Context: an optimization exercise on an open-source flow, tuned for small area and a short achievable clock period. The choices shown serve that exercise and are no tape-out recipe. Power figures rest on the tool's default switching activity, not on a simulated workload.

## the baseline
## float_addsub
module float_addsub(
	input wire clk,
	input wire [31:0] v1,
	input wire [31:0] v2,
	input wire op,
	output wire [31:0] vres
);
Size in the first run: about 1200 cells after synthesis, ~290 flip-flops, about 98 I/O pins.
==> flow/config.mk <==
export PLATFORM = sky130hd
export DESIGN_NAME = float_addsub
export DESIGN_NICKNAME = float_addsub
export VERILOG_FILES = /design/flow/design.v
export SDC_FILE = /design/flow/constraint.sdc
export NUM_CORES = 4
export LEC_CHECK = 0
export CAP_MARGIN = 20
export CORE_MARGIN = 2
export CORE_UTILIZATION = 40
export SETUP_SLACK_MARGIN = 1.6
export SLEW_MARGIN = 20
==> flow/constraint.sdc <==
create_clock -name core_clock -period 4.0 [get_ports {clk}]
set_input_delay 0.8000 -clock core_clock [delete_from_list [all_inputs] [get_ports {clk}]]
set_output_delay 0.8000 -clock core_clock [all_outputs]
set_load 0.01 [all_outputs]
run.sh (not shown) runs the stock make flow with config.mk's settings and CLKGATE_MAP_FILE= SYNTH_SCRIPT=/design/flow/synth_recipe.tcl, a recipe that flattens the netlist after the stock synthesis.
No stage failed in the baseline, and the final checks on the layout all came back clean.
--- input diff the baseline..the candidate ---
- a deleted SETUP_SLACK_MARGIN that had been 1.6
Looking at slowest library cell on the worst path, the a2111oi_0 result is from the candidate; the or4_4 one comes from the baseline.
Compared with the baseline, the candidate shows a higher sequential share of layout area.
Combinational share of power in the candidate is 5.8 points lower than in the baseline
The candidate has minimum clock period after layout above what the baseline had.
From the candidate to the baseline, area fraction in compound gates after synthesis did not move at all.
Vias after detailed routing was higher in the baseline than in the candidate.
r2_r[17] as the timing endpoint of the critical path was reported by the candidate, and r2_r[23] by the baseline.
Higher pin count of the biggest net entering global routing was reported by the candidate, not the baseline.
No functional check of the RTL was part of any run of this note.

---

Setup of garnet:
Another version of the RTL of float_addsub (not shown whole).
For scale: roughly 1200 cells after synthesis, about 320 flip-flops, ~13000 um2 of cells after synthesis.
Design float_addsub, start of the top module:
module float_addsub(
	input wire clk,
	input wire [31:0] v1,
	input wire [31:0] v2,
	input wire op,
	output wire [31:0] vres
);
	wire        s1 = v1[31];
	wire        s2 = v2[31] ^ op;
	wire [7:0]  e1 = v1[30:23];
	wire [7:0]  e2 = v2[30:23];
	wire        sub = s1 ^ s2;
	wire [30:0] bg = v1[30:0] & ~v2[30:0];
	wire [30:0] be = ~(v1[30:0] ^ v2[30:0]);
	function automatic [1:0] cmpc(input [1:0] hi, input [1:0] lo);  
		cmpc = {hi[1] | (hi[0] & lo[1]), hi[0] & lo[0]};
	endfunction
	function automatic [1:0] cmp8(input [7:0] g, input [7:0] e);
		reg [1:0] a0, a1, a2, a3, b0, b1;
		begin
			a0 = cmpc({g[1], e[1]}, {g[0], e[0]});
			a1 = cmpc({g[3], e[3]}, {g[2], e[2]});
			a2 = cmpc({g[5], e[5]}, {g[4], e[4]});
			a3 = cmpc({g[7], e[7]}, {g[6], e[6]});
			b0 = cmpc(a1, a0);
			b1 = cmpc(a3, a2);
			cmp8 = cmpc(b1, b0);
		end
	endfunction
	wire [1:0] ce  = cmp8(bg[30:23], be[30:23]);
	wire [1:0] cf2 = cmp8(bg[22:15], be[22:15]);
	wire [1:0] cf1 = cmp8(bg[14:7], be[14:7]);
	wire [1:0] cf0 = cmp8({bg[6:0], 1'b0}, {be[6:0], 1'b1});
	wire [1:0] cf  = cmpc(cf2, cmpc(cf1, cf0));
	wire        gt = ce[1] | (ce[0] & cf[1]);    
	wire        eq = ce[0] & cf[0];
	wire [7:0]  d12, d21;
	wire        c12, c21;
  ...
export LEC_CHECK = 0
export CAP_MARGIN = 20
export CORE_MARGIN = 2
export CORE_UTILIZATION = 40
export CTS_BUF_LIST = sky130_fd_sc_hd__clkbuf_16
export CTS_CLUSTER_DIAMETER = 100
export CTS_CLUSTER_SIZE = 30
export SETUP_SLACK_MARGIN = 1.9
export SLEW_MARGIN = 20
create_clock -name core_clock -period 4.0 [get_ports {clk}]
standard.sh (not shown) runs the stock make flow with config.mk's settings and CLKGATE_MAP_FILE= SYNTH_SCRIPT=/design/flow/synth_recipe.tcl, a recipe that flattens the netlist after the stock synthesis.
==> flow/flow/run.sh <==
#!/bin/bash
set -euo pipefail
export BUFFER_PORTS_ARGS="-buffer_cell sky130_fd_sc_hd__buf_2"
bash standard.sh > standard_flow.log 2>&1
garnet | stages: all done | timing, DRC, antenna: all pass
[inputs] willow vs garnet
Settings: SETUP_SLACK_MARGIN now 2.1, was 1.9.
### Flow results
- Looking at garnet and willow, the placed instance area is a wash.
- When the final numbers for garnet and willow were put side by side, the maximum number of pins on one net before global-route repair turned out to be greater in garnet.
- willow: core utilization of the finished layout is 1.7 points higher than what garnet reported.
- willow vs garnet — post-route standard cell area excluding fillers rose 3.7%.
- garnet and willow ended up with nearly the same hold slack.
- Delta (willow minus garnet): remaining routing DRC violations was more or less identical, area growth from synthesis to layout up 4.3 points, leakage dissipation shows an increase of about 2.7%.
- Going from garnet to willow, count of filler cells inserted in the layout shrank by a few percent.
Function was not checked in any run of this note: the RTL went through the layout flow alone.

[what the ideal ports hide]
How much do the figures lean on ideal ports? The routed layouts below were timed once more, with nothing changed but the port constraints.
Step 1 sets driving cells, clkbuf_16 on the clock port and buf_2 on the other inputs (assumed; they add their load-dependent delay and slew).
Step 2 adds t to the input delays and takes it off the output delays; t is the mean of the earliest and latest rising clock arrival at the registers after step 1. Input paths then give back, and output paths get back, about the clock's delay inside the block.
Slacks: ideal / step 1 / step 2; pairs: ideal / step 1.
run | t (ns) | setup WS [ns] | hold WS [ns] | worst register clock-pin slew, ns
the baseline | 0.584 | 0.689 / 0.689 / 0.535 | 0.324 / 0.324 / 0.324 | 0.06 / 0.06
the candidate | 0.592 | 0.306 / 0.306 / 0.178 | 0.318 / 0.318 / 0.318 | 0.07 / 0.07
garnet | 0.534 | 1.821 / 1.829 / 1.295 | 0.333 / 0.333 / 0.333 | 0.11 / 0.11
willow | 0.536 | 1.811 / 1.811 / 1.275 | 0.336 / 0.336 / 0.336 | 0.11 / 0.11
After both steps every run listed still meets setup and hold. For willow, which loses most, drivers alone change the setup slack by 0.000 ns; drivers and shift together by -0.536 ns.
